What follows belongs to an exercise in optimizing a design on an open flow for small area, a short achievable clock period and few clock cycles per item; a production flow would make more cautious choices. No functional check of the RTL was part of this run. Power is estimated from default activity; no workload was simulated.

File: flow/run.sh
#!/bin/bash
# The standard layout, with the port buffers made from the smallest plain buffer
# (buf_1) instead of the cell buffer_ports picks by itself (clkdlybuf4s50_1).
set -euo pipefail
bash standard.sh finish 'BUFFER_PORTS_ARGS=-buffer_cell sky130_fd_sc_hd__buf_1' > standard_flow.log 2>&1
File: standard.sh
#!/bin/bash
# synth_recipe.tcl (not shown) runs the flow's synth.tcl, then flattens the netlist and writes it again
# the make line also repeats each setting of config.mk as NAME=value (left out here)
make -C /OpenROAD-flow-scripts/flow DESIGN_CONFIG=/design/flow/config.mk WORK_HOME=/design/flow/orfs CLKGATE_MAP_FILE= SYNTH_SCRIPT=/design/flow/synth_recipe.tcl "${@:-finish}"
File: config.mk
export PLATFORM = sky130hd
export DESIGN_NAME = CRC
export DESIGN_NICKNAME = CRC
export VERILOG_FILES = /design/flow/design.v
export SDC_FILE = /design/flow/constraint.sdc
export NUM_CORES = 4
export LEC_CHECK = 0
export CAP_MARGIN = 20
export CORE_AREA = 2.5 2.5 65.5 65.5
export CTS_BUF_LIST = sky130_fd_sc_hd__clkbuf_4
export DIE_AREA = 0 0 68 68
export SLEW_MARGIN = 20
export SYNTH_HIERARCHICAL = 1
export SYNTH_MINIMUM_KEEP_SIZE = 0
File: constraint.sdc
create_clock -name core_clock -period 5.5 [get_ports {clk}]
set_input_delay 1.1000 -clock core_clock [delete_from_list [all_inputs] [get_ports {clk}]]
set_output_delay 1.1000 -clock core_clock [all_outputs]
set_load 0.01 [all_outputs]
File: design.v
module CRC_xor2(input a, input b, output y);
assign y = a ^ b;
endmodule
module CRC_xnor2(input a, input b, output y);
assign y = ~(a ^ b);
endmodule
module CRC(
input           clk,
input           rst_n,
input  [23:0]   Din,
input           valid,
input  [15:0]   size,
output [14:0]   checksum,
output          done
);
reg busy;          
wire en;           
wire [14:0] c;     
always @(posedge clk or negedge rst_n)
 if (~rst_n) busy <= 1'b0;
 else busy <= ~busy & valid;
assign en = ~(size[1] & ~size[0]);
wire t24, t25, t26, t27, t28, t29, t30, t31, t32, t33, t34, t35, t36, t37, t38, t39, t40, t41, t42, t43, t44, t45, t46, t47, t48, t49, t50, t51, t52, t53, t54, t55, t56, t57, t58, t59, t60, t61, t62, t63, t64, t65, t66, t67, t68, t69, t70, t71, t72, t73, t74, t75, t76, t77, t78, t79, t80, t81, t82, t83, t84, t85, t86, t87, t88, t89, t90, t91, t92, t93, t94, t95, t96, t97, t98, t99, t100, t101, t102, t103, t104, t105, t106, t107, t108, t109, t110, t111;
wire k16, k17, k18, k19, k20, k23, k25, k28, k33, k44;    
assign k16 = ~(Din[16] & en);
assign k17 = ~(Din[17] & en);
assign k18 = ~(Din[18] & en);
assign k19 = ~(Din[19] & en);
assign k20 = ~(Din[20] & en);
assign k23 = ~(Din[23] & en);
assign k25 = ~(t25 & en);
assign k28 = ~(t28 & en);
assign k33 = ~(t33 & en);
assign k44 = ~(t44 & en);
CRC_xor2 u24 (.a(Din[2]), .b(Din[11]), .y(t24));
CRC_xor2 u25 (.a(Din[19]), .b(Din[21]), .y(t25));
CRC_xor2 u26 (.a(Din[4]), .b(Din[9]), .y(t26));
CRC_xor2 u27 (.a(Din[1]), .b(Din[10]), .y(t27));
CRC_xor2 u28 (.a(Din[22]), .b(Din[23]), .y(t28));
CRC_xnor2 u29 (.a(Din[5]), .b(k18), .y(t29));
CRC_xor2 u30 (.a(Din[6]), .b(Din[12]), .y(t30));
CRC_xor2 u31 (.a(Din[3]), .b(Din[13]), .y(t31));
CRC_xnor2 u32 (.a(Din[0]), .b(k17), .y(t32));
CRC_xor2 u33 (.a(t25), .b(t28), .y(t33));
CRC_xor2 u34 (.a(t26), .b(t32), .y(t34));
CRC_xor2 u35 (.a(t27), .b(t29), .y(t35));
CRC_xnor2 u36 (.a(Din[7]), .b(k20), .y(t36));
CRC_xor2 u37 (.a(Din[13]), .b(t24), .y(t37));
CRC_xor2 u38 (.a(Din[8]), .b(Din[12]), .y(t38));
CRC_xor2 u39 (.a(t24), .b(t31), .y(t39));
CRC_xor2 u40 (.a(t30), .b(t36), .y(t40));
CRC_xnor2 u41 (.a(Din[11]), .b(k17), .y(t41));
CRC_xor2 u42 (.a(Din[5]), .b(Din[14]), .y(t42));
CRC_xnor2 u43 (.a(Din[8]), .b(k16), .y(t43));
CRC_xor2 u44 (.a(Din[21]), .b(Din[22]), .y(t44));
CRC_xnor2 u45 (.a(Din[10]), .b(k16), .y(t45));
CRC_xor2 u46 (.a(Din[4]), .b(Din[15]), .y(t46));
CRC_xnor2 u47 (.a(Din[6]), .b(k20), .y(t47));
CRC_xnor2 u48 (.a(k28), .b(t38), .y(t48));
CRC_xor2 u49 (.a(t30), .b(t42), .y(t49));
CRC_xnor2 u50 (.a(k33), .b(t34), .y(t50));
CRC_xnor2 u51 (.a(k23), .b(t37), .y(t51));
CRC_xor2 u52 (.a(t35), .b(t39), .y(t52));
CRC_xor2 u53 (.a(Din[1]), .b(t37), .y(t53));
CRC_xor2 u54 (.a(Din[14]), .b(Din[3]), .y(t54));
CRC_xnor2 u55 (.a(t27), .b(k25), .y(t55));
CRC_xor2 u56 (.a(t54), .b(t24), .y(t56));
CRC_xor2 u57 (.a(t34), .b(t40), .y(t57));
CRC_xor2 u58 (.a(t56), .b(t55), .y(t58));
CRC_xor2 u59 (.a(t57), .b(t58), .y(t59));
CRC_xor2 u60 (.a(t38), .b(t46), .y(t60));
CRC_xnor2 u61 (.a(t36), .b(k44), .y(t61));
CRC_xor2 u62 (.a(t60), .b(t61), .y(t62));
CRC_xor2 u63 (.a(t52), .b(t62), .y(t63));
CRC_xor2 u64 (.a(t43), .b(t26), .y(t64));
CRC_xor2 u65 (.a(t39), .b(t64), .y(t65));
CRC_xnor2 u66 (.a(k33), .b(t49), .y(t66));
CRC_xor2 u67 (.a(t65), .b(t66), .y(t67));
CRC_xor2 u68 (.a(Din[15]), .b(Din[0]), .y(t68));
CRC_xor2 u69 (.a(Din[5]), .b(t68), .y(t69));
CRC_xnor2 u70 (.a(t69), .b(k33), .y(t70));
CRC_xor2 u71 (.a(t70), .b(t53), .y(t71));
CRC_xor2 u72 (.a(Din[11]), .b(Din[7]), .y(t72));
CRC_xor2 u73 (.a(t72), .b(t45), .y(t73));
CRC_xor2 u74 (.a(t73), .b(t50), .y(t74));
CRC_xnor2 u75 (.a(k20), .b(t41), .y(t75));
CRC_xor2 u76 (.a(t75), .b(t35), .y(t76));
CRC_xor2 u77 (.a(t48), .b(t76), .y(t77));
CRC_xnor2 u78 (.a(Din[9]), .b(k18), .y(t78));
CRC_xnor2 u79 (.a(t78), .b(k25), .y(t79));
CRC_xor2 u80 (.a(t30), .b(t79), .y(t80));
CRC_xor2 u81 (.a(t51), .b(t80), .y(t81));
CRC_xnor2 u82 (.a(Din[6]), .b(k44), .y(t82));
CRC_xor2 u83 (.a(t82), .b(t34), .y(t83));
CRC_xor2 u84 (.a(t53), .b(t83), .y(t84));
CRC_xor2 u85 (.a(Din[11]), .b(t29), .y(t85));
CRC_xor2 u86 (.a(t47), .b(t85), .y(t86));
CRC_xor2 u87 (.a(t86), .b(t50), .y(t87));
CRC_xor2 u88 (.a(t40), .b(t35), .y(t88));
CRC_xnor2 u89 (.a(k33), .b(t88), .y(t89));
CRC_xor2 u90 (.a(Din[14]), .b(t27), .y(t90));
CRC_xor2 u91 (.a(t31), .b(t48), .y(t91));
CRC_xor2 u92 (.a(t34), .b(t90), .y(t92));
CRC_xor2 u93 (.a(t92), .b(t91), .y(t93));
CRC_xor2 u94 (.a(Din[15]), .b(Din[14]), .y(t94));
CRC_xor2 u95 (.a(t26), .b(t94), .y(t95));
CRC_xor2 u96 (.a(t35), .b(t95), .y(t96));
CRC_xor2 u97 (.a(t51), .b(t96), .y(t97));
CRC_xnor2 u98 (.a(Din[15]), .b(k19), .y(t98));
CRC_xor2 u99 (.a(Din[3]), .b(t98), .y(t99));
CRC_xor2 u100 (.a(t45), .b(t24), .y(t100));
CRC_xor2 u101 (.a(t49), .b(t99), .y(t101));
CRC_xor2 u102 (.a(t100), .b(t101), .y(t102));
CRC_xnor2 u103 (.a(k16), .b(t41), .y(t103));
CRC_xor2 u104 (.a(t46), .b(t31), .y(t104));
CRC_xor2 u105 (.a(t40), .b(t104), .y(t105));
CRC_xor2 u106 (.a(t103), .b(t105), .y(t106));
CRC_xnor2 u107 (.a(k19), .b(Din[0]), .y(t107));
CRC_xor2 u108 (.a(Din[9]), .b(t47), .y(t108));
CRC_xor2 u109 (.a(t43), .b(t107), .y(t109));
CRC_xor2 u110 (.a(t109), .b(t108), .y(t110));
CRC_xor2 u111 (.a(t52), .b(t110), .y(t111));
assign c[0] = t59;
assign c[1] = t63;
assign c[2] = t67;
assign c[3] = t71;
assign c[4] = t74;
assign c[5] = t77;
assign c[6] = t81;
assign c[7] = t84;
assign c[8] = t87;
assign c[9] = t89;
assign c[10] = t93;
assign c[11] = t97;
assign c[12] = t102;
assign c[13] = t106;
assign c[14] = t111;
reg [14:0] crc;
always @(posedge clk) crc <= c;
assign checksum = crc;
assign done = busy;
endmodule
==> flow_summary.toml <==
[pwr]
cellPowerDensity_nw_per_um2 = 362.3
internal-power_w = 0.0003106
clkPwrFrac_pct = 12.1
pwr-share-seq_pct = 37.1
power.net_switching_w = 0.0001993
power_frac_comb_pct = 50.8
sw_frac_of_total_pct = 39.09
power.leakage_nw = 0.5791
vdd_ir_drop_max_uv = 100.3
p_total_w = 0.0005100

[logic_synthesis]
syn_nets = 160
syn_inst = 117
syn_area_per_cell_um2 = 9.956
ys.warnings.count = 7
yosysUniqueCellTypes = 8
synth_seq_area_share_pct = 27.93
netlist_area_um2 = 1165
ys_ff_latch = 16

[cts]
clk_path_buf_depth = 2
numCtsBuffers = 3
cts_root_buf = "clkbuf_4"
clock-sinks = 16
postCtsHoldBufs = 0
postCtsSetupRepairBufs = 0
htree_levels = 1
path_clk_slew_ps = 90
cts_tree = "yes"
cts_resized = 0
insertion_delay_ps = 280

[sta]
finalSetupViolCount = 0
fin_crit_ps = 2480
max-slew-margin-rel_pct = 63.14
fin_tns_setup_ps = 0
hold_viol = 0
holdWs_ps = 427.5
fin_crit_sh_pct = 45.08
clock.fmax_mhz = 403.3
timing.final.max_slew_violations = 0
finalClockSkew_ps = 0
rsz0062_at_grt = "false"
worst_slew_pin_slew_ps = 551.0

[grt]
grt_pass1_vias = 799
grt_pass1_wl_mm = 3.415
grt_max_degree = 11
grt_remaining_overflow = 0
antenna_found_initial = 0
grt_use_met3_pct = 1.809
met2_usage_pct = 16.99
grt.total_usage_pct = 10.15
grtUsageMet1_pct = 12.06
grt_busiest_layer = "met2"

[floorplan]
io_pins = 59
die_h_um = 68
die_x_um = 68
core-area_um2 = 3914
initial_utilization_pct = 29.76
die_area_um2 = 4624
rows = 23

[placement]
dp_cells = 210
gp_congestion = 0.7848
port_buffers = 44
dp_hpwl_mm = 1.977

[route]
drcViolationCount = 0
vias = 825
vias_per_cell = 3.855
drtIter0Drc = 8
wirelength_mm = 2.181
drt_pass1_iterations = 3
wl_per_cell_um = 10.19
postRouteAntennaNets = 0

[cells_and_area]
drive_above_1_share_pct = 2.439
areaGrowthSynthToFinish_pct = 20.84
antenna_cells = 0
seqCellArea_um2 = 325.3
multi_input_area_um2 = 828.3
nNetsFinal = 208
final_util_pct = 35.97
stdcell_count = 214
fillers = 441

[critical_path]
crit_type = "input port to flip-flop"
crit_path_start_kind = "input port"
worstReg2RegStart = "busy"
crit_arrival_ps = 2700
worstPathRequired_ps = 5720
crit_fanout = 10
crit_path_start = "size[0]"
endpoint_kind = "flip-flop"

[status]
status = "finished clean"

[hold_path]
min-delay-start = "busy"
hp-class = "flip-flop to flip-flop"

[job]
maxCapViolCount = 0
==> cells in the final DEF, fill, tap and decap left out, drive strengths merged <==
| cell | n |
|---|---|
| clkbuf | 3 |
| nand2 | 10 |
| xor2 | 66 |
| xnor2 | 22 |
| dfrtp | 1 |
| dfxtp | 15 |
| clkinv | 1 |
| buf | 44 |
| nor2b | 1 |
| nand2b | 1 |
==> worst paths after layout <==
kind	end	slack [ps]	depth (start not counted)
worst max-delay path	crc[14]	3020	7
worst min-delay path	busy	430	1
worst max register to register	busy	4950	1
worst min register to register	busy	430	1
max in group asynchronous	busy	4840	1
min in group asynchronous	busy	560	1
==> cell families after synthesis <==
kind of cell              count (synthesis)  share of synthesized area (%)
xor gates and xnor gates                 88                          66.16
buffers and inverters                     1                         0.9666
and+or+nand+nor                          12                          4.941
DFF                                      16                          27.93
==> stage by stage <==
stage | worst slack (ps) | cell area, µm²
final | 3020 | 1408
after global placement | 2739 | 1381
after CTS | 3015 | 1408
after floorplan | 3006 | 1165
after detailed placement | 2717 | 1381
after global routing | 2890 | 1408
==> synthesized netlist by cell type, drive strengths merged <==
| master | n | share of area [%] |
|---|---|---|
| buf | 1 | 0.97 |
| dfrtp | 1 | 2.1 |
| dfxtp | 15 | 26 |
| nand2 | 10 | 3.2 |
| nand2b | 1 | 1.2 |
| nor2b | 1 | 0.54 |
| xnor2 | 22 | 17 |
| xor2 | 66 | 50 |
==> sequential cells by signal, summed over array words and instances, names as in the netlist <==
| signal | count |
|---|---|
| busy | 1 |
| crc | 15 |
==> modules after synthesis, one instance, submodules excluded <==
module | copies in the design | area [µm²] | flops+latches
CRC_xnor2 | 22 | 8.758 | 0
CRC | 1 | 394.1 | 16
CRC_xor2 | 66 | 8.758 | 0
==> worst max-delay path: stages <==
cell and delay (ps):
buf_1 60, nand2b_4 160, nand2_1 110, xnor2_1 330, xor2_1 480, xor2_1 290, xor2_1 160
==> routing by layer <==
layer	vias up	share of wire, %	routed length, µm
li1	446	-	-
met1	344	43	945
met2	31	47	1020
met3	4	7.7	169
met4	0	2.1	46
met5	-	0	0
==> layout make-up <==
class                           count  area share, %
Sequential cell                    16          23.11
Tap cell                           50          4.444
Clock buffer                        3          1.600
Multi-Input combinational cell    100          58.84
Timing Repair Buffer               44          11.73
Clock inverter                      1         0.2667
==> power groups by stage <==
stage,logic [W],registers [W],clock network [W]
floorplan,0.000154,0.000226,0
global placement,0.000262,0.000196,0
detailed placement,0.000265,0.000193,0
CTS,0.000266,0.000190,0.0000659
global route,0.000289,0.000194,0.0000687
finish,0.000259,0.000189,0.0000616

[re-timing with driven ports]
Ports are ideal in the flow. The routed layout listed here was re-timed in OpenROAD.
Step 1 assumes that a clkbuf_16 drives the clock port and a buf_2 every other input.
Step 2, shift: input delay + t, output delay - t, t = (earliest + latest rising clock arrival at the registers) / 2. This alone moves slack from input paths to output paths.
Three values: ideal, step 1, step 2; two values: the first two.
shift t [ns]: 0.301
setup WS [ns]: 3.020 / 3.017 / 2.715
worst setup path after step 2: input to register
cell pins on the clock port's net: 1
After both steps setup and hold are still met in this run. For this run, drivers alone change the setup slack by -0.003 ns; drivers and shift together by -0.305 ns.
